Source: an optimization exercise on an open RTL-to-GDS flow (aim: small area, a short achievable clock period and few clock cycles per item). Production flows keep margins and buffers that such runs may drop. Where RTL was checked, it was by simulation tests only, not by an equivalence proof against the original. Function not checked in runs 2 and 8: the RTL went through the layout flow alone.

[constraint.sdc]
create_clock -name core_clock -period 12.0 [get_ports {clk}]
set_input_delay 2.4000 -clock core_clock [delete_from_list [all_inputs] [get_ports {clk}]]
set_output_delay 2.4000 -clock core_clock [all_outputs]
set_load 0.01 [all_outputs]
[config.mk]
export PLATFORM = sky130hd
export DESIGN_NAME = tea_interface
export DESIGN_NICKNAME = tea_interface
export VERILOG_FILES = /design/flow/design.v
export SDC_FILE = /design/flow/constraint.sdc
export NUM_CORES = 4
export LEC_CHECK = 0
export ABC_AREA = 1
export CAP_MARGIN = 20
export CORE_MARGIN = 2
export CORE_UTILIZATION = 40
export CTS_CLUSTER_DIAMETER = 60
export CTS_CLUSTER_SIZE = 20
export SLEW_MARGIN = 20
[design.v]
module tea_interface(
    input [63:0] in,
    input mode,
    input reset,
    input write,
    input clk,
    output [63:0] out,
    output out_ready
);
    localparam [31:0] DELTA   = 32'h9E3779B9;
    localparam [31:0] NDELTA  = 32'h61C88647;  
    localparam [31:0] SUM_DEC = 32'hC6EF3720;  
    function [31:0] bs(input [31:0] x);
        bs = {x[7:0], x[15:8], x[23:16], x[31:24]};
    endfunction
    wire [31:0] in_y = bs(in[63:32]);
    wire [31:0] in_z = bs(in[31:0]);
    reg [63:0] kp, kq;
    reg        qhi;       
    reg        wk;        
    reg [31:0] a, b, s;
    reg        m;         
    reg        ph;        
    reg        pre, post;  
    reg        busy, rdy;
    always @(posedge clk) begin
        kq <= kp;
        kp <= (reset | wk) ? {in_y, in_z} : kq;
        qhi <= wk ? 1'b1 : ~qhi;
    end
    wire        swp = pre | post;
    wire [31:0] t1, t2, t3;
    padd #(32) u1 (b << 4, kq[63:32], 1'b0, t1, );
    padd #(32) u2 (b, s, 1'b0, t2, );
    padd #(32) u3 (b >> 5, kq[31:0], 1'b0, t3, );
    wire [31:0] f   = t1 ^ t2 ^ t3;
    wire [31:0] fe  = f & {32{~swp}};
    wire [31:0] mm  = {32{m}};
    wire [31:0] nbr;
    padd #(32) u4 (mm ^ a, fe, 1'b0, nbr, );
    wire [31:0] nb  = mm ^ nbr;
    wire go   = busy & (swp | (qhi == (m ~^ ph)));
    wire fin  = ph & (s == (m ? DELTA : SUM_DEC));
    always @(posedge clk) begin
        if (reset) begin
            wk   <= 1'b1;
            busy <= 1'b0;
            rdy  <= 1'b0;
        end else begin
            wk <= 1'b0;
            if (write) begin
                busy <= 1'b1;
                rdy  <= 1'b0;
            end else if (go & (post | (~m & ~swp & fin))) begin
                busy <= 1'b0;
                rdy  <= 1'b1;
            end
        end
    end
    always @(posedge clk) begin
        if (write) begin
            a    <= in_y;
            b    <= in_z;
            s    <= mode ? SUM_DEC : DELTA;
            m    <= mode;
            ph   <= 1'b0;
            pre  <= mode;
            post <= 1'b0;
        end else if (go) begin
            a <= b;
            b <= nb;
            if (swp) begin
                pre  <= 1'b0;
                post <= 1'b0;
            end else begin
                ph <= ~ph;
                if (ph) s <= s + (m ? NDELTA : DELTA);
                if (m & fin) post <= 1'b1;
            end
        end
    end
    assign out = {bs(a), bs(b)};
    assign out_ready = rdy;
endmodule
module padd #(parameter W = 32) (
    input  [W-1:0] a,
    input  [W-1:0] b,
    input          ci,
    output [W-1:0] s,
    output         co
);
    reg [W-1:0] p, g, gp, pp;
    integer l, i, j;
    always @* begin
        p = a ^ b;
        g = a & b;
        g[0] = g[0] | (p[0] & ci);
        gp = g;
        pp = p;
        for (l = 0; (1 << l) < W; l = l + 1) begin
            for (i = W - 1; i >= 0; i = i - 1) begin
                j = ((i >> l) & 1) ? ((i >> l) << l) - 1 : -1;
                if (j >= 0) begin
                    gp[i] = gp[i] | (pp[i] & gp[j]);
                    pp[i] = pp[i] & pp[j];
                end
            end
        end
    end
    assign s  = p ^ {gp[W-2:0], ci};
    assign co = gp[W-1];
endmodule
[standard.sh]
#!/bin/bash
# synth_recipe.tcl (not shown) runs the flow's synth.tcl, then flattens the netlist and writes it again
# the make line also repeats each setting of config.mk as NAME=value (left out here)
make -C /OpenROAD-flow-scripts/flow DESIGN_CONFIG=/design/flow/config.mk WORK_HOME=/design/flow/orfs CLKGATE_MAP_FILE= SYNTH_SCRIPT=/design/flow/synth_recipe.tcl "${@:-finish}"
[flow/run.sh]
#!/bin/bash
# The standard layout, with two changes:
# - timing repair treats paths with less than MARGIN ns of slack as failing,
#   so it speeds up the design below the clock period;
# - the buffer on each input and output port is the smallest buffer.
set -euo pipefail
MARGIN=7
bash standard.sh SETUP_SLACK_MARGIN=$MARGIN \
  "BUFFER_PORTS_ARGS=-buffer_cell sky130_fd_sc_hd__buf_1" \
  finish > standard_finish.log 2>&1
==> impl_metrics.yaml, run 1 <==
clocking:
  cts.sinks: 232
  cts_root_buf: "clkbuf_16"
  cts_hold_buf: 0
  cts_tree: "done"
  path_clk_slew_ps: 80
  cts_max_path_buffers: 3
  h-tree-depth: 1
  numCtsBuffers: 27
  insertion_delay_ps: 560
critical_path:
  path_class: "input pin to flop"
  cp_max_fo: 57
  cpMaxStageDelayCell: "clkinv_2"
  reg2reg_slack_ps: 7320
  crit_path_end_kind: "flop"
  slowest_delay_ps: 660
  critPathRequiredTime_ps: 12220
  critical_path_buf_inv_count: 5
  crit_arrival_ps: 4930
  crit_family: "buffers and inverters"
  crit_top_cell: "buf_4"
  start_kind: "input pin"
  path_cells: "clkbuf_2 -> buf_4 -> clkinv_2 -> buf_4 -> o21ai_2 -> buf_4"
logic_synthesis:
  synthMostInstantiatedCell: "nand2_1"
  yosysWarnings: 2
  async_flop_share_pct: 0
  ys.flop_type: "dfxtp_1"
  synthAdderAreaFrac_pct: 13.8
  yosysUniqueCellTypes: 54
  synth_top_cell_by_area: "edfxtp_1"
  synthSimpleGateAreaFrac_pct: 19.9
  synth_mux_area_share_pct: 1.35
  syn-instance-count: 1961
  ys_top_cells_by_area: "edfxtp_1, dfxtp_1, ha_1"
  synth-edff-count: 98
  synth_fp_nets: 2191
  synth_seq_area_share_pct: 35.6
  ys_ff_latch: 232
  synth_top_cell_area_share_pct: 18.6
  yosys-top-cells-count: "nand2_1, inv_1, ha_1, o21ai_0, dfxtp_1"
  synth_top_family_by_area: "simple AND/OR/NAND/NOR gates"
  synth.avg_cell_area_um2: 8.06
  synth_area_um2: 15800
  synth-compound-area-share_pct: 14.2
  synth_xor_area_share_pct: 8.25
layout:
  diodes: 0
  nets: 2330
  drive_gt1_share_pct: 7.78
  final_area_um2: 18000
  area_delta_synth_final_pct: 13.7
timing:
  fmax_mhz: 212
  tns_ps: 0
  maxSlewHeadroom_pct: 37.6
  worst_pin_slew_ps: 936
  final.min_clock_period_ps: 4710
  maxSlewViolCount: 0
  fin_skew_ps: 19.7
  fin_hold_ws_ps: 320
  hold_viol_final: 0
  rsz0062_at_grt: "false"
  post-route-period-util_pct: 39.2
  setup_viol: 0
floorplan:
  core_um2: 38800
  initial_core_util_pct: 40.7
  ios: 133
  die_w_um: 203
  die_h_um: 203
  placementRows: 72
  dieArea_um2: 41100
route:
  ant_nets: 0
  firstDrtPassIters: 5
  via_per_inst: 5.12
  drtIter0Drc: 812
  drc: 0
  via_count: 13503
  avgRoutedWirePerCell_um: 17.0
  drt-total-wl_um: 44800
global_routing:
  grt.total_usage_pct: 21.6
  grt_start_max_net_pins: 60
  grt_pass1_vias: 12906
  grt_overflow: 0
  grt_pass1_wl_um: 69500
  antenna_found_initial: 0
placed_design:
  dp_hpwl_um: 33500
  numPortBuffers: 132
  place_congestion: 0.891
  placed_cell_area_um2: 16900
hold_path:
  hp-class: "flop to flop"
status:
  outcome: "complete, no violations"
job:
  cap_violations: 0
## through the flow
stage	utilization (%)	worst slack, ps	instances
after CTS	46.1	7020	2632
after global placement	43.5	6770	2582
after detailed placement	43.5	6710	2583
after floorplan	-	7280	1961
after global routing	46.3	7000	2638
final	46.3	7290	2638
## metal layers
metal / wire [um] / GRT usage, % / vias to the layer above / share of wire, %
met3: 2490 / 3.05 / 90 / 5.6
met1: 20700 / 29.2 / 6200 / 46
met4: 1520 / 7.17 / 0 / 3.4
met5: 0 / 0 / - / 0
met2: 20100 / 35.4 / 377 / 45
li1: - / - / 6836 / -
## flip-flops by register name, summed over array words and instances (netlist names)
name  count
busy      1
pre       1
ph        1
wk        1
a        32
kp       64
rdy       1
m         1
s        32
kq       64
b        32
post      1
qhi       1
## cells in the final DEF, fill, tap and decap left out, types with 19 or more instances in the layout
cell type / count
nand2_1: 430
inv_1: 242
ha_1: 142
o21ai_0: 139
dfxtp_1: 134
buf_1: 131
a21oi_1: 129
nor2_1: 113
nand3_1: 100
xor2_1: 98
edfxtp_1: 98
xnor2_1: 49
clkbuf_16: 27
a21o_1: 20
mux2_2: 19
fa_1: 19
## cell families (layout without fill, tap and decap cells)
logic type / Yosys count / in the layout
and+or+nand+nor: 734 / 734
AOI/OAI and AO/OA: 377 / 377
buffers and inverters: 289 / 448
DFF: 232 / 232
adders and majority gates: 162 / 162
xor gates and xnor gates: 148 / 148
muxes: 19 / 19
## path summary, 6_finish.rpt
path	from	to	cells after the start
worst min register to register	kp[27]	kq[27]	0
worst min-delay path	kp[27]	kq[27]	0
worst max register to register	b[5]	b[16]	22
worst max-delay path	write	s[25]	6
## worst register-to-register path: stages (launching register included)
cell and delay [ps]:
edfxtp_1 530, ha_1 200, inv_1 60, fa_2 360
nand3b_1 160, nand2_1 120, nand3_1 100, nand2_2 140
inv_1 90, fa_1 370, xor2_1 180, o21ai_0 170
a21oi_1 60, ha_1 350, a21oi_1 100, o21ai_1 300
nand2_1 100, o211a_1 150, nand2_4 70, inv_1 50
fa_1 490, xor2_1 150, o21ai_0 80
## what timing repair did
item                                    CTS  global route
buffers inserted                          0             6
gates resized for setup                   1            10
endpoints found under the setup margin    2            16
pin swaps                                 0             2
## final cells by class
cell class                      instances  area (um2)
Sequential cell                       232        5630
Fill cell                            3825       20900
Inverter                              249         937
Clock inverter                         20         294
Multi-Input combinational cell       1440        9130
Timing Repair Buffer                  150         644
Clock buffer                           29         693
Tap cell                              518         648
Testbench counts, summed over its fixed seeds: cycles 68,736, items 1,024.
==> run 2, diff against run 1 <==
--- a/design.v
+++ b/design.v
@@ -99,7 +99,7 @@
         pp = p;
         for (l = 0; (1 << l) < W; l = l + 1) begin
             for (i = W - 1; i >= 0; i = i - 1) begin
-                j = ((i >> l) & 1) ? ((i >> l) << l) - 1 : -1;
+                j = i - (1 << l);
                 if (j >= 0) begin
                     gp[i] = gp[i] | (pp[i] & gp[j]);
                     pp[i] = pp[i] & pp[j];
--- a/flow/run.sh
+++ b/flow/run.sh
@@ -4,7 +4,7 @@
 #   so it speeds up the design below the clock period;
 # - the buffer on each input and output port is the smallest buffer.
 set -euo pipefail
-MARGIN=7
+MARGIN=7.5
 bash standard.sh SETUP_SLACK_MARGIN=$MARGIN \
   "BUFFER_PORTS_ARGS=-buffer_cell sky130_fd_sc_hd__buf_1" \
   finish > standard_finish.log 2>&1
==> run 2 against run 1 <==
Via count is 22% higher. Final area up 14%. Synthesized cell count up 18%. Global-route usage grew 5.4 points. Clock-buffer cell count shrank 2. Routed wire length up 37%. Hold slack got worse by 5.3 ps. Critical endpoint is now b[28]. Final cell count rose by 17%. Register-to-register slack gained 270 ps. Highest routed layer is now met5. Flip-flop and latch count unchanged.
==> impl_metrics.yaml, run 2 <==
status:
  outcome: "complete, no violations"
logic_synthesis:
  yosysUniqueCellTypes: 55
  synth_top_cell_by_area: "edfxtp_1"
  syn-instance-count: 2314
  yosys-top-cells-count: "nand2_1, inv_1, a21oi_1, nor2_1, o21ai_0"
  ys_ff_latch: 232
  ys_top_cells_by_area: "edfxtp_1, dfxtp_1, nand2_1"
  synth_seq_area_share_pct: 32.6
  synthMostInstantiatedCell: "nand2_1"
  synth_top_cell_area_share_pct: 17.0
  synth_fp_nets: 2533
  ys.flop_type: "dfxtp_1"
  async_flop_share_pct: 0
  synth.avg_cell_area_um2: 7.46
  yosysWarnings: 2
  synth-edff-count: 98
  synth_area_um2: 17300
floorplan:
  dieArea_um2: 44800
  ios: 133
  placementRows: 76
  initial_core_util_pct: 40.3
  die_w_um: 212
  core_um2: 42900
  die_h_um: 212
clocking:
  cts_hold_buf: 0
  cts.sinks: 232
  h-tree-depth: 1
  cts_max_path_buffers: 3
  cts_tree: "done"
  path_clk_slew_ps: 80
  numCtsBuffers: 25
  cts_root_buf: "clkbuf_16"
  insertion_delay_ps: 600
layout:
  area_delta_synth_final_pct: 18.7
  drive_gt1_share_pct: 13.4
  top_regs: "kp x64, kq x64"
  nets: 2711
  nFillCells: 4332
  seq_area_um2: 5630
  mostFrequentLayoutCells: "nand2_1, inv_1, a21oi_1, o21ai_0, nor2_1"
  layout_commonest_cell: "nand2_1"
  multi_input_area_um2: 11400
route:
  via_count: 16505
  drt-total-wl_um: 61600
  ant_nets: 0
  via_per_inst: 5.33
  firstDrtPassIters: 5
  top_layer_used: "met5"
  drtIter0Drc: 1269
  wirelength_met1_um: 28000
  wl_met3_um: 3900
  drc: 0
  met2_length_um: 27600
  avgRoutedWirePerCell_um: 19.9
timing:
  hold_viol_final: 0
  rsz0062_at_grt: "true"
  maxSlewHeadroom_pct: 44.6
  maxSlewViolCount: 0
  setup_viol: 0
  fmax_mhz: 227
  fin_skew_ps: 27.2
  worst_pin_slew_ps: 831
  post-route-period-util_pct: 36.8
  final.min_clock_period_ps: 4410
  tns_ps: 0
  fin_ws_ps: 7590
critical_path:
  crit_path_end_kind: "flop"
  critPathRequiredTime_ps: 12340
  crit_arrival_ps: 4750
  cp_max_fo: 5
  path_class: "flop to flop"
  start_kind: "flop"
global_routing:
  grt_start_max_net_pins: 66
  grt.total_usage_pct: 27.0
  grt_pass1_wl_um: 90200
  antenna_found_initial: 2
  grt_pass1_vias: 15395
  grt_overflow: 0
placed_design:
  place_congestion: 0.980
  place_ws_ps: 6380
  dp_hpwl_um: 49200
  numPortBuffers: 132
job:
  cap_violations: 0
hold_path:
  hp-class: "flop to flop"
## run 2: cell count changes after synthesis, moves of 18 or more
cell,change
xor2_1,+24
nor2_1,+69
o21ai_1,+18
o21ai_0,+39
a21oi_1,+71
nand2_1,+96
inv_1,-18
## run 2: cells by family after synthesis
| logic type | Yosys count | synth area share, % |
|---|---|---|
| buffers and inverters | 278 | 6.15 |
| XOR/XNOR | 182 | 9.23 |
| AO/OA/AOI/OAI | 512 | 16.7 |
| adder cells (fa/ha/maj) | 151 | 11.2 |
| multiplexers | 18 | 1.17 |
| flip-flops | 232 | 32.6 |
| AND/OR/NAND/NOR | 941 | 23.0 |
## run 2: area by class of cell
class | count | area share, %
Tap cell | 585 | 3.57
Antenna cell | 2 | 0.0244
Timing Repair Buffer | 192 | 4.66
Sequential cell | 232 | 27.5
Inverter | 237 | 4.38
Multi-Input combinational cell | 1804 | 55.5
Clock inverter | 19 | 1.29
Clock buffer | 27 | 3.14
## run 2: worst max-delay path: stages (launching register included)
cell	delay [ps]
edfxtp_1	570
ha_1	470
nand2_1	140
nor2_1	100
inv_1	80
o21ai_0	310
nand2_1	210
nand3_1	160
a21boi_1	90
xor2_1	170
nand3_1	100
nand2_1	80
nor2_4	200
ha_2	330
nand2_2	100
o21ai_0	140
a21oi_1	150
o21ai_0	110
o21bai_2	240
or2_2	290
nand3_1	70
nand2_1	60
## run 2: repair_timing
| item | 4_1_cts | 5_1_grt |
|---|---|---|
| gates resized for setup | 22 | 156 |
| buffers inserted | 12 | 39 |
| setup endpoints to repair | 135 | 51 |
| pin swaps | 0 | 22 |
| cloned | 0 | 0 |
## run 2: final timing paths
kind | start | endpoint | slack, ps | cells past startpoint
worst max register to register | b[20] | b[28] | 7590 | 21
worst min register to register | kp[11] | kq[11] | 310 | 0
worst min-delay path | kp[11] | kq[11] | 310 | 0
worst max-delay path | b[20] | b[28] | 7590 | 21
## run 2: metrics by stage
step                instances  cell area, um2  utilization [%]  hold WS (ps)
floorplan                2314           17300                -           310
global placement         2999           18400             42.9           310
detailed placement       2999           18400             42.9           312
CTS                      3057           19500             45.4           317
global route             3096           20500             47.8           324
finish                   3098           20500             47.8           315
## run 2: layer usage
layer	GRT usage (%)	up-vias
met5	0	-
met4	8.11	4
met3	4.85	112
met2	43.5	491
met1	36.7	7745
li1	-	8153
==> run 3, diff against run 2 <==
--- a/design.v
+++ b/design.v
@@ -57,11 +57,13 @@
             end
         end
     end
+    wire        sup = go & ~swp & ph;
+    always @(posedge clk)
+        s <= write ? (mode ? SUM_DEC : DELTA) : s + ((m ? NDELTA : DELTA) & {32{sup}});
     always @(posedge clk) begin
         if (write) begin
             a    <= in_y;
             b    <= in_z;
-            s    <= mode ? SUM_DEC : DELTA;
             m    <= mode;
             ph   <= 1'b0;
             pre  <= mode;
@@ -74,7 +76,6 @@
                 post <= 1'b0;
             end else begin
                 ph <= ~ph;
-                if (ph) s <= s + (m ? NDELTA : DELTA);
                 if (m & fin) post <= 1'b1;
             end
         end
@@ -99,7 +100,7 @@
         pp = p;
         for (l = 0; (1 << l) < W; l = l + 1) begin
             for (i = W - 1; i >= 0; i = i - 1) begin
-                j = i - (1 << l);
+                j = ((i >> l) & 1) ? ((i >> l) << l) - 1 : -1;
                 if (j >= 0) begin
                     gp[i] = gp[i] | (pp[i] & gp[j]);
                     pp[i] = pp[i] & pp[j];
==> run 3 against run 2 <==
Clock skew rose by 12 ps. Fmax up 0.44%. Die area shrank 9.3%. Final cell count decreased by 13%. First-iteration DRC count down 35%. Flip-flop and latch count stayed put. Largest cell class unchanged.
==> impl_metrics.yaml, run 3 <==
route:
  ant_nets: 0
  avgRoutedWirePerCell_um: 17.0
  drc: 0
  drtIter0Drc: 830
  via_count: 13627
  drt-total-wl_um: 45900
  firstDrtPassIters: 5
  via_per_inst: 5.04
global_routing:
  grt_overflow: 0
  grt.total_usage_pct: 22.0
  grt_pass1_vias: 13180
  grt_use_met3_pct: 3.35
  antenna_found_initial: 0
  grt_start_max_net_pins: 78
  met1_usage_pct: 30.2
  grt_util_met2_pct: 35.7
  grt.busiest_layer: "met2"
  grt_pass1_wl_um: 71100
layout:
  final_area_um2: 18900
  top_regs: "kp x64, kq x64"
  layout_commonest_cell: "nand2_1"
  diodes: 0
  drive_gt1_share_pct: 16.4
  mostFrequentLayoutCells: "nand2_1, inv_1, dfxtp_1, buf_1, ha_1"
  nets: 2399
  area_delta_synth_final_pct: 21.1
critical_path:
  start_kind: "flop"
  critPathRequiredTime_ps: 12320
  crit_arrival_ps: 4710
  reg2reg_slack_ps: 7610
  crit_path_end_kind: "flop"
  cp_max_fo: 4
  path_class: "flop to flop"
  r2r-end: "b[27]"
  r2r-start: "b[5]"
  worst-r2r-cell-count: 25
logic_synthesis:
  ys_top_cells_by_area: "dfxtp_1, edfxtp_1, ha_1"
  synth_mux_area_share_pct: 1.73
  yosysUniqueCellTypes: 55
  synth_top_family_by_area: "simple AND/OR/NAND/NOR gates"
  synth-edff-count: 66
  syn-instance-count: 1984
  synth.avg_cell_area_um2: 7.88
  synth_fp_nets: 2215
  synth_top_cell_area_share_pct: 21.3
  synth_seq_area_share_pct: 33.9
  synth_top_cell_by_area: "dfxtp_1"
  yosysWarnings: 2
  ys_ff_latch: 232
  async_flop_share_pct: 0
  synthSimpleGateAreaFrac_pct: 22.1
  synth_xor_area_share_pct: 8.68
  synth-compound-area-share_pct: 12.7
  synthMostInstantiatedCell: "nand2_1"
  ys.flop_type: "dfxtp_1"
  synthAdderAreaFrac_pct: 14.0
  yosys-top-cells-count: "nand2_1, inv_1, dfxtp_1, ha_1, o21ai_0"
  synth_area_um2: 15600
clocking:
  cts.sinks: 232
  cts_max_path_buffers: 3
  insertion_delay_ps: 590
  path_clk_slew_ps: 80
  cts_root_buf: "clkbuf_16"
  cts_hold_buf: 0
  numCtsBuffers: 26
  cts_tree: "done"
  h-tree-depth: 1
job:
  cap_violations: 0
timing:
  post-route-period-util_pct: 36.6
  final.min_clock_period_ps: 4390
  tns_ps: 0
  maxSlewHeadroom_pct: 39.6
  fin_skew_ps: 38.9
  rsz0062_at_grt: "true"
  fin_hold_ws_ps: 319
  maxSlewViolCount: 0
  fmax_mhz: 228
  worst_pin_slew_ps: 906
  setup_viol: 0
  hold_viol_final: 0
  fin_ws_ps: 7610
placed_design:
  placed_cell_area_um2: 16700
  numPortBuffers: 132
  place_ws_ps: 6840
  dp_hpwl_um: 33800
  place_congestion: 0.876
hold_path:
  holdPathEnd: "kq[13]"
  hp-class: "flop to flop"
  holdPathStages: 0
  worstHoldStart: "kp[13]"
floorplan:
  ios: 133
  dieArea_um2: 40700
  core_um2: 38600
  die_h_um: 202
  placementRows: 72
  die_w_um: 202
  initial_core_util_pct: 40.5
status:
  outcome: "complete, no violations"
run 3: changes by cell type in the layout (fill, tap and decap cells not counted), sizes merged, moves of 7 or more:
| cell | previous run | this run |
|---|---|---|
| xor2 | 122 | 95 |
| fa | 5 | 20 |
| edfxtp | 98 | 66 |
| dfxtp | 134 | 166 |
| a21boi | 10 | 3 |
| a21oi | 211 | 130 |
| a21o | 22 | 15 |
| or2 | 32 | 19 |
| nand2 | 540 | 467 |
| a31oi | 18 | 7 |
| o21ai | 211 | 131 |
| nor2 | 189 | 122 |
run 3: kinds of logic (layout without fill, tap and decap cells):
logic type | Yosys count | count (layout)
flops | 232 | 232
buf+inv | 285 | 489
simple gates | 791 | 791
fa+ha+maj | 163 | 163
xor+xnor | 154 | 154
mux | 24 | 24
compound gates | 335 | 335
run 3: area by class of cell:
type | instances | area (um2)
multi-input cells | 1467 | 10100
fillers | 3753 | 19700
clock buffers | 26 | 651
flip-flops and latches | 232 | 5310
well taps | 518 | 648
clock inverters | 22 | 293
inverters | 245 | 930
repair buffers | 196 | 1030
run 3: worst max path at each step:
| stage | slack (ps) | start | cells past startpoint | to |
|---|---|---|---|---|
| 2_1_floorplan | 7760 | b[5] | 22 | b[16] |
| 3_5_place_dp | 6840 | b[5] | 22 | b[16] |
| 4_1_cts | 7480 | b[0] | 22 | b[16] |
| 6_report | 7610 | b[5] | 25 | b[27] |
| 5_1_grt | 7340 | b[0] | 25 | b[29] |
| 3_3_place_gp | 6920 | write | 4 | a[19] |
run 3: metrics by stage:
step                utilization, %  cells
detailed placement            43.2   2600
CTS                           46.2   2667
floorplan                        -   1984
global placement              43.2   2600
finish                        49.0   2706
global route                  49.0   2706
run 3: worst max-delay path, stage by stage (launching register included):
cell	delay, ps
edfxtp_1	500
buf_6	190
ha_4	240
nand2_1	70
nand2_2	60
a21oi_2	170
nand2_4	100
nand2_4	90
nand2_8	80
fa_2	370
xnor2_2	200
xnor2_2	150
o21ai_1	90
a21oi_1	170
ha_1	270
a21o_1	210
a21oi_2	140
o21bai_2	110
a21oi_2	190
o21ai_4	120
a21oi_2	160
nand2_1	70
nand2_1	80
nand3_1	100
nand3_1	140
nand2_1	60
run 3: timing repair:
item                                   CTS  global route
gates resized for setup                 25           155
setup endpoints to repair               22            24
setup buffers                           19            39
pin swaps                               18            73
endpoints found under the hold margin    0             0
run 3: metal layers:
metal,vias up,part of all wire [%]
li1,6920,-
met3,65,5.2
met2,303,45
met4,0,2.3
met5,-,0
met1,6339,47
Testbench counts of run 3, summed over its fixed seeds: cycles 68,736, items 1,024.
==> run 4, diff against run 3 <==
--- a/config.mk
+++ b/config.mk
@@ -9,6 +9,6 @@
 export CAP_MARGIN = 20
 export CORE_MARGIN = 2
 export CORE_UTILIZATION = 40
-export CTS_CLUSTER_DIAMETER = 60
-export CTS_CLUSTER_SIZE = 20
+export CTS_CLUSTER_DIAMETER = 70
+export CTS_CLUSTER_SIZE = 25
 export SLEW_MARGIN = 20
==> run 4 against run 3 <==
Final cell count about the same. Worst setup slack got worse by 46 ps. Synthesized cell count stayed put. First-iteration DRC count fell by 4.8%. Clock skew decreased by 6.5 ps. Clock-buffer cell count decreased by 4. Via count down 0.28%. Critical endpoint is now b[16].
==> impl_metrics.yaml, run 4 <==
critical_path:
  crit_family: "adder cells"
  path_cells: "ha_2 -> inv_2 -> fa_2 -> inv_2 -> nand3_2 -> nand2_4 -> nand3_4 -> nand2_4 -> inv_4 -> fa_2 -> xor2_2 -> o21ai_1 -> a21oi_1 -> ha_1 -> a21oi_2 -> o21ai_2 -> a221oi_2 -> nand2_2 -> inv_2 -> fa_2 -> xor2_1 -> o21ai_1"
  crit_path_end_kind: "flop"
  critical_path_buf_inv_count: 4
  path_class: "flop to flop"
  crit_arrival_ps: 4730
  start_kind: "flop"
  cp_max_fo: 3
  slowest_delay_ps: 480
  critPathRequiredTime_ps: 12290
  reg2reg_slack_ps: 7560
  cpMaxStageDelayCell: "edfxtp_1"
logic_synthesis:
  synth_mux_area_share_pct: 1.73
  synth_xor_area_share_pct: 8.68
  yosys-top-cells-count: "nand2_1, inv_1, dfxtp_1, ha_1, o21ai_0"
  yosysUniqueCellTypes: 55
  synthAdderAreaFrac_pct: 14.0
  synth_area_um2: 15600
  synth_top_cell_by_area: "dfxtp_1"
  synth_seq_area_share_pct: 33.9
  synth-edff-count: 66
  synthSimpleGateAreaFrac_pct: 22.1
  syn-instance-count: 1984
  synth-compound-area-share_pct: 12.7
  synth_top_cell_area_share_pct: 21.3
  synth_top_family_by_area: "simple AND/OR/NAND/NOR gates"
  synth_fp_nets: 2215
  synthMostInstantiatedCell: "nand2_1"
  ys_ff_latch: 232
  yosysWarnings: 2
  async_flop_share_pct: 0
  ys.flop_type: "dfxtp_1"
  ys_top_cells_by_area: "dfxtp_1, edfxtp_1, ha_1"
  synth.avg_cell_area_um2: 7.88
timing:
  fmax_mhz: 225
  post-route-period-util_pct: 37.0
  tns_ps: 0
  fin_skew_ps: 32.3
  setup_viol: 0
  hold_viol_final: 0
  rsz0062_at_grt: "true"
  maxSlewViolCount: 0
  worst_pin_slew_ps: 918
  maxSlewHeadroom_pct: 38.8
  final.min_clock_period_ps: 4440
placed_design:
  dp_hpwl_um: 33800
  numPortBuffers: 132
  place_congestion: 0.876
clocking:
  numCtsBuffers: 22
  insertion_delay_ps: 560
  cts_hold_buf: 0
  cts.sinks: 232
  path_clk_slew_ps: 90
  cts_tree: "done"
  cts_root_buf: "clkbuf_16"
  h-tree-depth: 1
  cts_max_path_buffers: 3
global_routing:
  grt_overflow: 0
  grt_pass1_wl_um: 71100
  grt_start_max_net_pins: 78
  grt_pass1_vias: 13195
  antenna_found_initial: 0
  grt.total_usage_pct: 22.0
layout:
  drive_gt1_share_pct: 15.7
  nets: 2402
  nFillCells: 3760
  layout_commonest_cell: "nand2_1"
  top_regs: "kp x64, kq x64"
  area_delta_synth_final_pct: 20.2
  diodes: 0
  mostFrequentLayoutCells: "nand2_1, inv_1, dfxtp_1, buf_1, ha_1"
floorplan:
  die_w_um: 202
  ios: 133
  dieArea_um2: 40700
  placementRows: 72
  core_um2: 38600
  initial_core_util_pct: 40.5
  die_h_um: 202
route:
  via_per_inst: 5.02
  firstDrtPassIters: 5
  ant_nets: 0
  drt-total-wl_um: 45700
  drc: 0
  drtIter0Drc: 790
  avgRoutedWirePerCell_um: 16.9
  via_count: 13589
hold_path:
  hp-class: "flop to flop"
status:
  outcome: "complete, no violations"
job:
  cap_violations: 0
## run 4: cell counts after synthesis
Identical to the previous run, type by type.
## run 4: area by class of cell
cell class | count | area [um2] | area share, %
Tap cell | 518 | 648 | 3.45
Sequential cell | 232 | 5310 | 28.2
Timing Repair Buffer | 203 | 1060 | 5.65
Inverter | 245 | 930 | 4.95
Clock buffer | 22 | 551 | 2.93
Clock inverter | 18 | 292 | 1.55
Multi-Input combinational cell | 1467 | 10000 | 53.2
## run 4: final timing paths
check / startpoint / endpoint / depth (start not counted)
worst max-delay path: b[5] / b[16] / 22
worst min-delay path: kp[20] / kq[20] / 0
worst max register to register: b[5] / b[16] / 22
worst min register to register: kp[20] / kq[20] / 0
## run 4: worst register-to-register path: cells and delay by family (launching register included)
| kind | cells | cell delay, ps |
|---|---|---|
| AOI/OAI and AO/OA | 6 | 860 |
| xor gates and xnor gates | 2 | 300 |
| adders and majority gates | 5 | 1760 |
| buffers and inverters | 4 | 250 |
| DFF | 1 | 480 |
| and+or+nand+nor | 5 | 510 |
## run 4: cells by family after synthesis
family / after synthesis
multiplexers: 24
buffers and inverters: 285
adder cells (fa/ha/maj): 163
AND/OR/NAND/NOR: 791
AO/OA/AOI/OAI: 335
flip-flops: 232
XOR/XNOR: 154
## run 4: metrics by stage
stage | hold WS (ps) | setup WS (ps) | utilization [%] | area (um2) | cells
2_1_floorplan | 310 | 7760 | - | 15600 | 1984
3_3_place_gp | 310 | 6920 | 43.2 | 16700 | 2600
3_5_place_dp | 312 | 6840 | 43.2 | 16700 | 2600
4_1_cts | 322 | 7500 | 46.0 | 17800 | 2661
5_1_grt | 322 | 7330 | 48.6 | 18800 | 2705
6_report | 322 | 7560 | 48.6 | 18800 | 2705
## run 4: routing by layer
layer	wire length (um)	global-route usage, %	vias up
li1	-	-	6928
met1	21800	30.3	6302
met2	20700	35.8	299
met3	2190	3.19	60
met4	959	6.09	0
met5	0	0	-
## run 4: repair_timing
action	in CTS	in global routing
buffers inserted	21	44
setup endpoints to repair	66	24
pin swaps	19	81
gates resized for setup	26	138
==> run 5, diff against run 4 <==
--- a/config.mk
+++ b/config.mk
@@ -9,6 +9,6 @@
 export CAP_MARGIN = 20
 export CORE_MARGIN = 2
 export CORE_UTILIZATION = 40
-export CTS_CLUSTER_DIAMETER = 70
-export CTS_CLUSTER_SIZE = 25
+export CTS_CLUSTER_DIAMETER = 80
+export CTS_CLUSTER_SIZE = 30
 export SLEW_MARGIN = 20
==> run 5 against run 4 <==
Worst setup slack better by 54 ps. Register-to-register slack better by 50 ps. Fmax is 1.2% higher. Die area stayed put. Final cell count is 0.74% lower. Hold slack hardly changed. Final area is 1.3% lower. Non-clock buffer count is 12 lower. Critical path type unchanged.
==> impl_metrics.yaml, run 5 <==
status:
  outcome: "complete, no violations"
logic_synthesis:
  synth_top_cell_by_area: "dfxtp_1"
  synthSimpleGateAreaFrac_pct: 22.1
  syn-instance-count: 1984
  synth_seq_area_share_pct: 33.9
  synth-edff-count: 66
  synth_fp_nets: 2215
  yosys-top-cells-count: "nand2_1, inv_1, dfxtp_1, ha_1, o21ai_0"
  ys_top_cells_by_area: "dfxtp_1, edfxtp_1, ha_1"
  synth_top_family_by_area: "simple AND/OR/NAND/NOR gates"
  synth_mux_area_share_pct: 1.73
  ys_ff_latch: 232
  synth_top_cell_area_share_pct: 21.3
  synth.avg_cell_area_um2: 7.88
  synthAdderAreaFrac_pct: 14.0
  yosysUniqueCellTypes: 55
  synth_area_um2: 15600
  yosysWarnings: 2
  synth_xor_area_share_pct: 8.68
  async_flop_share_pct: 0
  synthMostInstantiatedCell: "nand2_1"
  synth-compound-area-share_pct: 12.7
  ys.flop_type: "dfxtp_1"
clocking:
  cts.sinks: 232
  cts_max_path_buffers: 3
  cts_hold_buf: 0
  cts_tree: "done"
  insertion_delay_ps: 540
  h-tree-depth: 1
  path_clk_slew_ps: 110
  numCtsBuffers: 18
  cts_root_buf: "clkbuf_16"
route:
  drc: 0
  ant_nets: 0
  via_count: 13571
  drt-total-wl_um: 45500
  drtIter0Drc: 901
  firstDrtPassIters: 5
  avgRoutedWirePerCell_um: 17.0
  via_per_inst: 5.05
global_routing:
  antenna_found_initial: 0
  grt_pass1_vias: 13121
  grt.total_usage_pct: 21.9
  grt_pass1_wl_um: 70800
  grt_overflow: 0
  grt_start_max_net_pins: 78
critical_path:
  endpoint: "b[17]"
  path_class: "flop to flop"
  cp-startpoint: "b[0]"
  start_kind: "flop"
  crit_path_end_kind: "flop"
  crit_arrival_ps: 4630
  critPathRequiredTime_ps: 12240
  r2r-start: "b[0]"
  r2r-end: "b[17]"
  worst-r2r-cell-count: 20
  cp_max_fo: 5
  reg2reg_slack_ps: 7620
floorplan:
  placementRows: 72
  die_h_um: 202
  dieArea_um2: 40700
  initial_core_util_pct: 40.5
  die_w_um: 202
  ios: 133
  core_um2: 38600
layout:
  drive_gt1_share_pct: 15.1
  diodes: 0
  final_area_um2: 18500
  layout_commonest_cell: "nand2_1"
  area_delta_synth_final_pct: 18.6
  mostFrequentLayoutCells: "nand2_1, inv_1, dfxtp_1, buf_1, ha_1"
  top_regs: "kp x64, kq x64"
  nets: 2386
placed_design:
  place_congestion: 0.876
  numPortBuffers: 132
  placed_cell_area_um2: 16700
  dp_hpwl_um: 33800
timing:
  setup_viol: 0
  maxSlewViolCount: 0
  tns_ps: 0
  fin_skew_ps: 36.9
  post-route-period-util_pct: 36.5
  worst_pin_slew_ps: 922
  fmax_mhz: 228
  hold_viol_final: 0
  final.min_clock_period_ps: 4380
  rsz0062_at_grt: "true"
  maxSlewHeadroom_pct: 38.5
job:
  cap_violations: 0
hold_path:
  hp-class: "flop to flop"
-- run 5: final cells by class --
type	count	area, um2
Timing Repair Buffer	191	962
Inverter	245	932
Clock buffer	21	504
Fill cell	3806	20100
Clock inverter	11	169
Multi-Input combinational cell	1467	10000
Sequential cell	232	5310
Tap cell	518	648
-- run 5: layer usage --
layer | track usage [%] | routed length (um) | vias up
met1 | 30.6 | 22000 | 6342
met3 | 2.45 | 1890 | 63
met2 | 35.8 | 20600 | 278
met4 | 6.17 | 1100 | 0
li1 | - | - | 6888
met5 | 0 | 0 | -
-- run 5: how the worst min path moves through the flow --
stage / start / end / slack (ps) / cells past startpoint
2_1_floorplan: kp[0] / kq[0] / 310 / 0
3_3_place_gp: kp[31] / kq[31] / 310 / 0
3_5_place_dp: kp[36] / kq[36] / 310 / 0
4_1_cts: kp[38] / kq[38] / 320 / 0
5_1_grt: kp[38] / kq[38] / 330 / 0
6_report: kp[38] / kq[38] / 320 / 0
-- run 5: logic make-up after synthesis --
logic type	count (synthesis)
flip-flops	232
multiplexers	24
XOR/XNOR	154
AND/OR/NAND/NOR	791
adder cells (fa/ha/maj)	163
buffers and inverters	285
AO/OA/AOI/OAI	335
-- run 5: critical path, stage by stage, from the launching register on --
cell and delay, ps:
edfxtp_1 420, ha_2 210, fa_2 370, buf_4 150, fa_1 380, xnor2_1 220
xor2_1 180, nor2_1 60, ha_1 330, inv_1 50, o211a_1 260, o21ai_2 190
nand3_2 120, nand2_4 130, nand3_2 80, nand2_2 120, inv_2 50, fa_2 360
xnor2_2 160, xor2_1 150, o21ai_0 90
-- run 5: stage by stage --
step           instances  hold slack (ps)  util [%]  setup WS (ps)
6_report            2685              322      48.0           7620
3_5_place_dp        2600              312      43.2           6840
4_1_cts             2652              324      45.5           7480
5_1_grt             2685              330      48.0           7340
3_3_place_gp        2600              310      43.2           6920
2_1_floorplan       1984              310         -           7760
-- run 5: timing repair --
action	CTS	global route
cloned	0	0
gates resized for setup	27	140
endpoints found under the setup margin	78	24
pin swaps	19	72
hold endpoints to repair	0	0
buffers inserted	20	33
==> run 6, diff against run 5 <==
==> flow/run.sh (replaced) <==
#!/bin/bash
# The standard layout, with three changes:
# - synthesis leaves adders to ABC instead of mapping them to half- and
#   full-adder cells first (ADDER_MAP_FILE empty); registers are unchanged;
# - timing repair treats paths with less than MARGIN ns of slack as failing,
#   so it speeds up the design below the clock period;
# - the buffer on each input and output port is the smallest buffer.
set -euo pipefail
MARGIN=7.5
bash standard.sh SETUP_SLACK_MARGIN=$MARGIN ADDER_MAP_FILE= \
  "BUFFER_PORTS_ARGS=-buffer_cell sky130_fd_sc_hd__buf_1" \
  finish > standard_finish.log 2>&1
==> run 6 against run 5 <==
Register-to-register slack gained 300 ps. Fmax grew 6.2%. Sequential share of layout area shrank 0.19 points. Hold slack gained 2.7 ps. Non-clock buffer count shrank 49. Utilization shrank 3.5 points. Via count grew 26%. Critical path type is now input pin to flop. Critical endpoint is now b[26].
==> impl_metrics.yaml, run 6 <==
layout:
  nets: 2882
  multi_input_area_um2: 9950
  layout_commonest_cell: "nand2_1"
  nFillCells: 4449
  top_regs: "kp x64, kq x64"
  mostFrequentLayoutCells: "nand2_1, inv_1, nor2_1, nand3_1, dfxtp_1"
  diodes: 0
  seq_area_um2: 5310
  instances_no_fill: 3365
  drive_gt1_share_pct: 7.08
  area_delta_synth_final_pct: 9.84
logic_synthesis:
  yosysUniqueCellTypes: 53
  yosys-top-cells-count: "nand2_1, inv_1, nor2_1, nand3_1, dfxtp_1"
  ys_top_cells_by_area: "dfxtp_1, nand2_1, edfxtp_1"
  async_flop_share_pct: 0
  synth_area_um2: 17000
  ys.flop_type: "dfxtp_1"
  synth.avg_cell_area_um2: 6.29
  ys_ff_latch: 232
  synth_fp_nets: 2770
  syn-instance-count: 2702
  synth_seq_area_share_pct: 31.2
  yosysWarnings: 2
  synth-edff-count: 66
  synth_top_cell_by_area: "dfxtp_1"
  synthMostInstantiatedCell: "nand2_1"
  synth_top_cell_area_share_pct: 19.6
clocking:
  cts_hold_buf: 0
  numCtsBuffers: 19
  cts_root_buf: "clkbuf_16"
  path_clk_slew_ps: 70
  cts_max_path_buffers: 3
  cts_tree: "done"
  insertion_delay_ps: 540
  h-tree-depth: 1
  cts.sinks: 232
critical_path:
  crit_arrival_ps: 4230
  reg2reg_slack_ps: 7920
  path_class: "input pin to flop"
  crit_path_end_kind: "flop"
  r2r-start: "m"
  start_kind: "input pin"
  worst-r2r-cell-count: 23
  critPathRequiredTime_ps: 12100
  endpoint: "b[26]"
  cp_max_fo: 67
  cp-startpoint: "write"
  r2r-end: "s[20]"
hold_path:
  hp-class: "flop to flop"
placed_design:
  dp_hpwl_um: 41400
  place_inst: 3331
  place_congestion: 0.913
  numPortBuffers: 132
global_routing:
  grt_pass1_vias: 15789
  antenna_found_initial: 1
  grt_use_met3_pct: 2.32
  grt_start_max_net_pins: 71
  met1_usage_pct: 34.5
  grt.busiest_layer: "met2"
  grt.total_usage_pct: 24.0
  grt_overflow: 0
  grt_pass1_wl_um: 84100
  grt_util_met2_pct: 39.0
timing:
  fin_hold_ws_ps: 324
  final.min_clock_period_ps: 4130
  hold_viol_final: 0
  fmax_mhz: 242
  setup_viol: 0
  tns_ps: 0
  fin_skew_ps: 23.7
  rsz0062_at_grt: "false"
  maxSlewHeadroom_pct: 41.1
  worst_pin_slew_ps: 883
  post-route-period-util_pct: 34.4
  maxSlewViolCount: 0
floorplan:
  die_h_um: 210
  die_w_um: 210
  ios: 133
  placementRows: 75
  core_um2: 41900
  dieArea_um2: 44200
  initial_core_util_pct: 40.5
route:
  ant_nets: 0
  drc: 0
  drt-total-wl_um: 53400
  via_count: 17086
  drtIter0Drc: 1274
  avgRoutedWirePerCell_um: 15.9
  via_per_inst: 5.08
  firstDrtPassIters: 5
status:
  outcome: "complete, no violations"
job:
  cap_violations: 0
-- run 6: cell count changes in the layout (fill, tap and decap cells not counted), moves of 12 or more --
cell | before | now
ha_4 | 19 | 0
buf_4 | 54 | 9
nand4_1 | 16 | 54
mux2_2 | 24 | 45
nand3_1 | 103 | 225
xnor2_2 | 13 | 0
nand2_1 | 420 | 863
xnor2_1 | 46 | 65
inv_1 | 226 | 387
nor2_1 | 106 | 267
ha_1 | 121 | 0
nand3b_1 | 13 | 25
a21o_1 | 15 | 1
xor2_1 | 93 | 62
-- run 6: worst min path at each step --
stage,endpoint,cells past startpoint,from
finish,kq[18],0,kp[18]
global route,kq[18],0,kp[18]
CTS,kq[18],0,kp[18]
detailed placement,kq[33],0,kp[33]
global placement,kq[4],0,kp[4]
floorplan,kq[0],0,kp[0]
-- run 6: worst max-delay path: stages --
cell	delay (ps)
clkbuf_4	110
buf_4	340
inv_2	110
buf_4	640
nand2_8	500
-- run 6: layout make-up --
type | count | area share [%]
well taps | 539 | 3.61
repair buffers | 142 | 3.10
clock inverters | 13 | 0.764
flip-flops and latches | 232 | 28.4
clock buffers | 20 | 2.57
multi-input cells | 2009 | 53.3
inverters | 410 | 8.26
-- run 6: logic make-up (layout without fill, tap and decap cells) --
| group | Yosys count | after routing | share of synthesized area [%] |
|---|---|---|---|
| simple gates | 1547 | 1547 | 39.2 |
| buf+inv | 461 | 585 | 10.5 |
| mux | 45 | 45 | 2.98 |
| xor+xnor | 128 | 128 | 6.64 |
| compound gates | 289 | 289 | 9.45 |
| flops | 232 | 232 | 31.2 |
-- run 6: what timing repair did --
item / 4_1_cts / 5_1_grt
setup buffers: 0 / 1
gates resized for setup: 0 / 6
endpoints found under the setup margin: 0 / 19
-- run 6: metrics by stage --
step | utilization (%) | worst slack (ps) | instance area (um2)
6_report | 44.5 | 7870 | 18700
5_1_grt | 44.5 | 7510 | 18700
4_1_cts | 44.4 | 7590 | 18600
3_5_place_dp | 42.9 | 7030 | 18000
3_3_place_gp | 42.9 | 7040 | 18000
2_1_floorplan | - | 7610 | 17000
-- run 6: per-layer routing --
layer | routed length [um] | part of all wire (%)
met3 | 2850 | 5.3
met4 | 954 | 1.8
met1 | 25900 | 49
met5 | 0 | 0
met2 | 23600 | 44
==> run 7, diff against run 6 <==
==> flow/run.sh (replaced) <==
#!/bin/bash
# The standard layout, with three changes:
# - timing repair treats paths with less than MARGIN ns of slack as failing,
#   so it speeds up the design below the clock period;
# - the buffer on each input and output port is the smallest buffer;
# - clock tree synthesis adds no dummy loads.
set -euo pipefail
MARGIN=7.5
bash standard.sh SETUP_SLACK_MARGIN=$MARGIN \
  "BUFFER_PORTS_ARGS=-buffer_cell sky130_fd_sc_hd__buf_1" \
  "CTS_ARGS=-sink_clustering_enable -repair_clock_nets -sink_clustering_size 30 -sink_clustering_max_diameter 80 -dont_use_dummy_load" \
  finish > standard_finish.log 2>&1
==> run 7 against run 6 <==
Still clean on timing, DRC and antenna. Global-route usage down 2.2 points. First-iteration DRC count decreased by 40%. Fmax shrank 6.5%. Sequential share of layout area rose by 0.92 points. Synthesized area shrank 8.0%. Critical path depth is 16 higher. Via count down 21%. Clock-buffer cell count decreased by 2. Utilization is 2.3 points higher. Highest routed layer unchanged.
==> impl_metrics.yaml, run 7 <==
floorplan:
  initial_core_util_pct: 40.5
  die_h_um: 202
  ios: 133
  die_w_um: 202
  dieArea_um2: 40700
  placementRows: 72
  core_um2: 38600
route:
  avgRoutedWirePerCell_um: 16.9
  drtIter0Drc: 764
  via_per_inst: 5.05
  drt-total-wl_um: 45100
  firstDrtPassIters: 6
  drc: 0
  via_count: 13443
  ant_nets: 0
hold_path:
  hp-class: "flop to flop"
layout:
  nFillCells: 3840
  top_regs: "kp x64, kq x64"
  final_area_um2: 18100
  layout_commonest_cell: "nand2_1"
  seq_area_um2: 5310
  diodes: 0
  mostFrequentLayoutCells: "nand2_1, inv_1, dfxtp_1, buf_1, ha_1"
  drive_gt1_share_pct: 13.2
  nets: 2379
  area_delta_synth_final_pct: 15.7
  multi_input_area_um2: 9840
global_routing:
  grt.total_usage_pct: 21.8
  grt_overflow: 0
  grt_start_max_net_pins: 78
  grt_pass1_vias: 13085
  antenna_found_initial: 0
  grt_pass1_wl_um: 70500
clocking:
  path_clk_slew_ps: 100
  cts_max_path_buffers: 3
  cts.sinks: 232
  numCtsBuffers: 18
  cts_tree: "done"
  cts_hold_buf: 0
  cts_root_buf: "clkbuf_16"
  insertion_delay_ps: 540
  h-tree-depth: 1
timing:
  maxSlewHeadroom_pct: 38.9
  fin_skew_ps: 67.5
  fmax_mhz: 226
  maxSlewViolCount: 0
  worst_pin_slew_ps: 916
  tns_ps: 0
  rsz0062_at_grt: "true"
  final.min_clock_period_ps: 4420
  hold_viol_final: 0
  setup_viol: 0
  post-route-period-util_pct: 36.8
logic_synthesis:
  syn-instance-count: 1984
  yosysUniqueCellTypes: 55
  synth_seq_area_share_pct: 33.9
  ys_top_cells_by_area: "dfxtp_1, edfxtp_1, ha_1"
  synth_fp_nets: 2215
  yosysWarnings: 2
  synth_top_cell_area_share_pct: 21.3
  synth_top_cell_by_area: "dfxtp_1"
  synth-edff-count: 66
  yosys-top-cells-count: "nand2_1, inv_1, dfxtp_1, ha_1, o21ai_0"
  ys_ff_latch: 232
  synth.avg_cell_area_um2: 7.88
  synth_area_um2: 15600
  async_flop_share_pct: 0
  synthMostInstantiatedCell: "nand2_1"
  ys.flop_type: "dfxtp_1"
critical_path:
  start_kind: "flop"
  crit_family: "adder cells"
  critical_path_buf_inv_count: 3
  path_cells: "buf_6 -> ha_4 -> nand2_1 -> nor2_1 -> nand2_2 -> nand2_4 -> inv_4 -> fa_1 -> xnor2_1 -> xnor2_1 -> o21ai_1 -> a21oi_1 -> ha_1 -> a21oi_2 -> o21ai_2 -> a221oi_2 -> nand2_2 -> inv_2 -> fa_2 -> xor2_1 -> o21ai_1"
  crit_path_end_kind: "flop"
  cp_max_fo: 3
  crit_arrival_ps: 4640
  path_class: "flop to flop"
  slowest_delay_ps: 500
  cpMaxStageDelayCell: "edfxtp_1"
  critPathRequiredTime_ps: 12220
placed_design:
  dp_hpwl_um: 33800
  placed_cell_area_um2: 16700
  place_congestion: 0.876
  numPortBuffers: 132
status:
  outcome: "complete, no violations"
job:
  cap_violations: 0
[run 7: per-stage QoR]
stage | hold slack, ps | std cells | utilization [%] | setup slack [ps]
2_1_floorplan | 310 | 1984 | - | 7760
3_3_place_gp | 310 | 2600 | 43.2 | 6920
5_1_grt | 311 | 2664 | 46.8 | 7310
3_5_place_dp | 312 | 2600 | 43.2 | 6840
4_1_cts | 304 | 2638 | 45.0 | 7470
6_report | 303 | 2664 | 46.8 | 7580
[run 7: path summary, 6_finish.rpt]
kind	from	end	slack, ps	cells past startpoint
max	b[5]	b[16]	7580	21
min	kp[60]	kq[60]	300	0
max reg2reg	b[5]	b[16]	7580	21
min reg2reg	kp[60]	kq[60]	300	0
[run 7: logic make-up (layout without fill, tap and decap cells)]
logic type | count (synthesis) | in the layout | synth area share (%)
AO/OA/AOI/OAI | 335 | 335 | 12.7
XOR/XNOR | 154 | 154 | 8.68
adder cells (fa/ha/maj) | 163 | 163 | 14.0
buffers and inverters | 285 | 447 | 6.92
flip-flops | 232 | 232 | 33.9
multiplexers | 24 | 24 | 1.73
AND/OR/NAND/NOR | 791 | 791 | 22.1
[run 7: layer usage]
metal  global-route usage, %  vias up  wire [um]
met3                    2.61       60       2200
met5                       0        -          0
met2                    35.6      307      20300
met4                    5.91        0       1030
li1                        -     6860          -
met1                    30.5     6216      21600
[run 7: area by class of cell]
class | count | share of cell area (%)
clock buffers | 18 | 2.49
well taps | 518 | 3.58
flip-flops and latches | 232 | 29.3
repair buffers | 184 | 5.01
inverters | 245 | 5.14
multi-input cells | 1467 | 54.4
[run 7: timing repair]
item                       CTS  global route
gates resized for setup     29           110
pin swaps                   20            71
setup buffers               20            26
setup endpoints to repair   80            25
==> run 8, diff against run 7 <==
==> design.v (replaced) <==
module tea_interface(
    input [63:0] in,
    input mode,
    input reset,
    input write,
    input clk,
    output [63:0] out,
    output out_ready
);
    localparam [31:0] DELTA = 32'h9E3779B9;
    localparam [31:0] SUM_DEC = 32'hC6EF3720;  
    function [31:0] bs(input [31:0] x);
        bs = {x[7:0], x[15:8], x[23:16], x[31:24]};
    endfunction
    wire [31:0] in_y = bs(in[63:32]);
    wire [31:0] in_z = bs(in[31:0]);
    reg [63:0] kp, kq;
    reg        qhi;       
    reg        wk;        
    reg [31:0] y, z, s;
    reg        m;         
    reg        t;         
    reg        ph;        
    reg        busy, rdy;
    always @(posedge clk) begin
        kq <= kp;
        kp <= (reset | wk) ? {in_y, in_z} : kq;
        qhi <= wk ? 1'b1 : ~qhi;
    end
    wire [31:0] x  = t ? y : z;
    wire [31:0] w  = t ? z : y;
    wire [31:0] f  = ((x << 4) + kq[63:32]) ^ (x + s) ^ ((x >> 5) + kq[31:0]);
    wire [32:0] r  = {w, m} + {f ^ {32{m}}, m};
    wire [31:0] nw = r[32:1];
    wire go   = busy & (qhi == ~t);
    wire last = ph & (s == (m ? DELTA : SUM_DEC));
    always @(posedge clk) begin
        if (reset) begin
            wk   <= 1'b1;
            busy <= 1'b0;
            rdy  <= 1'b0;
        end else begin
            wk <= 1'b0;
            if (write) begin
                busy <= 1'b1;
                rdy  <= 1'b0;
            end else if (go & last) begin
                busy <= 1'b0;
                rdy  <= 1'b1;
            end
        end
    end
    always @(posedge clk) begin
        if (write) begin
            y  <= in_y;
            z  <= in_z;
            s  <= mode ? SUM_DEC : DELTA;
            m  <= mode;
            t  <= mode;
            ph <= 1'b0;
        end else if (go) begin
            if (t) z <= nw; else y <= nw;
            t  <= ~t;
            ph <= ~ph;
            if (ph) s <= m ? s - DELTA : s + DELTA;
        end
    end
    assign out = {bs(y), bs(z)};
    assign out_ready = rdy;
endmodule
==> run.sh (new file) <==
#!/bin/bash
# synth_recipe.tcl (not shown) runs the flow's synth.tcl, then flattens the netlist and writes it again
# the make line also repeats each setting of config.mk as NAME=value (left out here)
make -C /OpenROAD-flow-scripts/flow DESIGN_CONFIG=/design/flow/config.mk WORK_HOME=/design/flow/orfs CLKGATE_MAP_FILE= SYNTH_SCRIPT=/design/flow/synth_recipe.tcl finish
--- a/config.mk
+++ b/config.mk
@@ -5,10 +5,7 @@
 export SDC_FILE = /design/flow/constraint.sdc
 export NUM_CORES = 4
 export LEC_CHECK = 0
-export ABC_AREA = 1
 export CAP_MARGIN = 20
 export CORE_MARGIN = 2
 export CORE_UTILIZATION = 40
-export CTS_CLUSTER_DIAMETER = 80
-export CTS_CLUSTER_SIZE = 30
 export SLEW_MARGIN = 20
removed: flow/run.sh
removed: standard.sh
==> run 8 against run 7 <==
Clock skew fell by 47 ps. Sequential share of layout area rose by 0.18 points. Fmax fell by 34%. Die area rose by 3.9%. First-iteration DRC count rose by 25%.
==> impl_metrics.yaml, run 8 <==
clocking:
  insertion_delay_ps: 560
  cts_root_buf: "clkbuf_16"
  cts_setup_buffers: 0
  cts_resized: 0
  cts_hold_buf: 0
  cts_max_path_buffers: 3
  cts.sinks: 231
  path_clk_slew_ps: 60
  cts_tree: "done"
  numCtsBuffers: 27
  h-tree-depth: 1
floorplan:
  ios: 133
  dieArea_um2: 42200
  die_h_um: 206
  placementRows: 73
  initial_core_util_pct: 40.7
  core_um2: 39900
  die_w_um: 206
logic_synthesis:
  syn-instance-count: 1692
  synth_area_um2: 16200
  yosys-top-cells-count: "nand2_1, xnor2_1, ha_1, dfxtp_1, a21oi_1"
  synth_fp_nets: 1913
  synth.avg_cell_area_um2: 9.60
  ys_top_cells_by_area: "edfxtp_1, dfxtp_1, ha_1"
  ys.flop_type: "dfxtp_1"
  synth_top_cell_by_area: "edfxtp_1"
  synth_top_cell_area_share_pct: 18.1
  yosysUniqueCellTypes: 78
  synth_seq_area_share_pct: 34.5
  synthMostInstantiatedCell: "nand2_1"
  async_flop_share_pct: 0
  synth-edff-count: 98
  yosysWarnings: 1
  ys_ff_latch: 231
critical_path:
  r2r-end: "y[31]"
  cp_max_fo: 46
  worst-r2r-cell-count: 25
  reg2reg_slack_ps: 5310
  slowest_delay_ps: 480
  crit_family: "compound AO/OA/AOI/OAI gates"
  crit_top_cell: "a21o_1"
  crit_path_end_kind: "flop"
  path_class: "flop to flop"
  critical_path_buf_inv_count: 1
  critPathRequiredTime_ps: 12360
  start_kind: "flop"
  r2r-start: "t"
  crit_arrival_ps: 7050
  cpMaxStageDelayCell: "buf_4"
timing:
  fin_hold_ws_ps: 322
  fin_skew_ps: 20.1
  fmax_mhz: 149
  fin_ws_ps: 5310
  post-route-period-util_pct: 55.8
  tns_ps: 0
  setup_viol: 0
  final.min_clock_period_ps: 6690
  hold_viol_final: 0
  maxSlewViolCount: 0
  rsz0062_at_grt: "false"
  maxSlewHeadroom_pct: 27.1
  worst_pin_slew_ps: 1090
placed_design:
  numPortBuffers: 132
  place_congestion: 0.895
  dp_hpwl_um: 38700
  place_ws_ps: 5410
global_routing:
  grt.total_usage_pct: 23.3
  grt_pass1_vias: 12891
  grt_overflow: 0
  grt_pass1_wl_um: 75600
  grt_start_max_net_pins: 79
  antenna_found_initial: 0
route:
  ant_nets: 0
  via_count: 13280
  avgRoutedWirePerCell_um: 21.0
  drc: 0
  firstDrtPassIters: 7
  drt-total-wl_um: 49700
  via_per_inst: 5.62
  drtIter0Drc: 956
layout:
  nFillCells: 3750
  area_delta_synth_final_pct: 16.9
  mostFrequentLayoutCells: "nand2_1, xnor2_1, ha_1, dfxtp_1, clkdlybuf4s50_1"
  top_regs: "kp x64, kq x64"
  drive_gt1_share_pct: 11.0
  diodes: 0
  layout_commonest_cell: "nand2_1"
  nets: 2040
hold_path:
  hp-class: "flop to flop"
  worstHoldStart: "kp[54]"
  holdPathEnd: "kq[54]"
  holdPathStages: 0
job:
  cap_violations: 0
status:
  outcome: "complete, no violations"
==> run 8: cell count changes in the layout (fill, tap and decap cells not counted), moves of 46 or more <==
cell             change
xnor2_1            +124
nand2_1            -236
nand3_1             -80
xor2_1              -46
a21o_1              +79
mux2_2              +91
clkdlybuf4s50_1    +131
inv_1              -185
buf_1              -131
==> run 8: final cells by class <==
class / instances / area, um2 / share of cell area [%]
multi-input cells: 1371 / 10300 / 54.2
flip-flops and latches: 231 / 5610 / 29.5
repair buffers: 144 / 1410 / 7.42
clock buffers: 34 / 722 / 3.80
well taps: 525 / 657 / 3.46
inverters: 44 / 165 / 0.870
clock inverters: 16 / 133 / 0.699
==> run 8: worst max-delay path by stage <==
stage | start | end | slack, ps | depth (start not counted)
detailed placement | t | y[31] | 5410 | 25
floorplan | t | y[31] | 5960 | 27
global placement | t | y[31] | 5530 | 25
global route | t | z[31] | 4940 | 25
finish | t | y[31] | 5310 | 25
CTS | t | y[31] | 5360 | 25
==> run 8: metal layers <==
layer / GRT usage [%] / share of wire [%] / vias to the layer above
met2: 36.2 / 43 / 398
met3: 2.98 / 6.1 / 59
li1: - / - / 6434
met5: 0 / 0 / -
met4: 5.78 / 2.0 / 0
met1: 34.0 / 48 / 6389
==> run 8: stage by stage <==
| step | util, % | area (um2) | cells |
|---|---|---|---|
| finish | 47.6 | 19000 | 2365 |
| global route | 47.6 | 19000 | 2365 |
| global placement | 45.4 | 18100 | 2315 |
| floorplan | - | 16200 | 1692 |
| detailed placement | 45.4 | 18100 | 2315 |
| CTS | 47.6 | 19000 | 2365 |
==> run 8: cell families (layout without fill, tap and decap cells) <==
group	after synthesis	in the layout	share of synthesized area, %
AO/OA/AOI/OAI	456	456	18.2
AND/OR/NAND/NOR	414	414	12.0
flip-flops	231	231	34.5
XOR/XNOR	226	226	12.6
adder cells (fa/ha/maj)	153	153	12.0
multiplexers	122	122	8.46
buffers and inverters	90	238	2.26

[afterwards: timing with drivers on the ports]
No port has a modelled driver above. Below, the same layouts with a new extraction and two added sets of constraints. Step 1 assumes that a clkbuf_16 drives the clock port and a buf_2 every other input. Step 2, shift: input delay + t, output delay - t, t = (earliest + latest rising clock arrival at the registers) / 2. This alone moves slack from input paths to output paths. Three values: no drivers, after step 1, after step 2; two values: the first two.
| run | shift t [ns] | setup WS [ns] | clock arrival spread, ns | pins driven straight from the clock port |
|---|---|---|---|---|
| run 1 | 0.601 | 7.290 / 7.317 / 6.716 | 0.020 / 0.021 | 1 |
| run 2 | 0.639 | 7.589 / 7.589 / 7.230 | 0.028 / 0.029 | 1 |
| run 3 | 0.619 | 7.609 / 7.609 / 7.173 | 0.039 / 0.039 | 1 |
| run 4 | 0.599 | 7.563 / 7.563 / 7.155 | 0.036 / 0.037 | 1 |
| run 5 | 0.573 | 7.617 / 7.617 / 7.157 | 0.037 / 0.037 | 1 |
| run 6 | 0.581 | 7.871 / 7.902 / 7.322 | 0.025 / 0.025 | 1 |
| run 7 | 0.556 | 7.584 / 7.584 / 7.160 | 0.068 / 0.068 | 1 |
| run 8 | 0.612 | 5.306 / 5.306 / 5.306 | 0.020 / 0.020 | 1 |
After both steps every run listed still meets setup and hold. For run 1, which loses most, drivers alone change the setup slack by +0.027 ns; drivers and shift together by -0.574 ns.
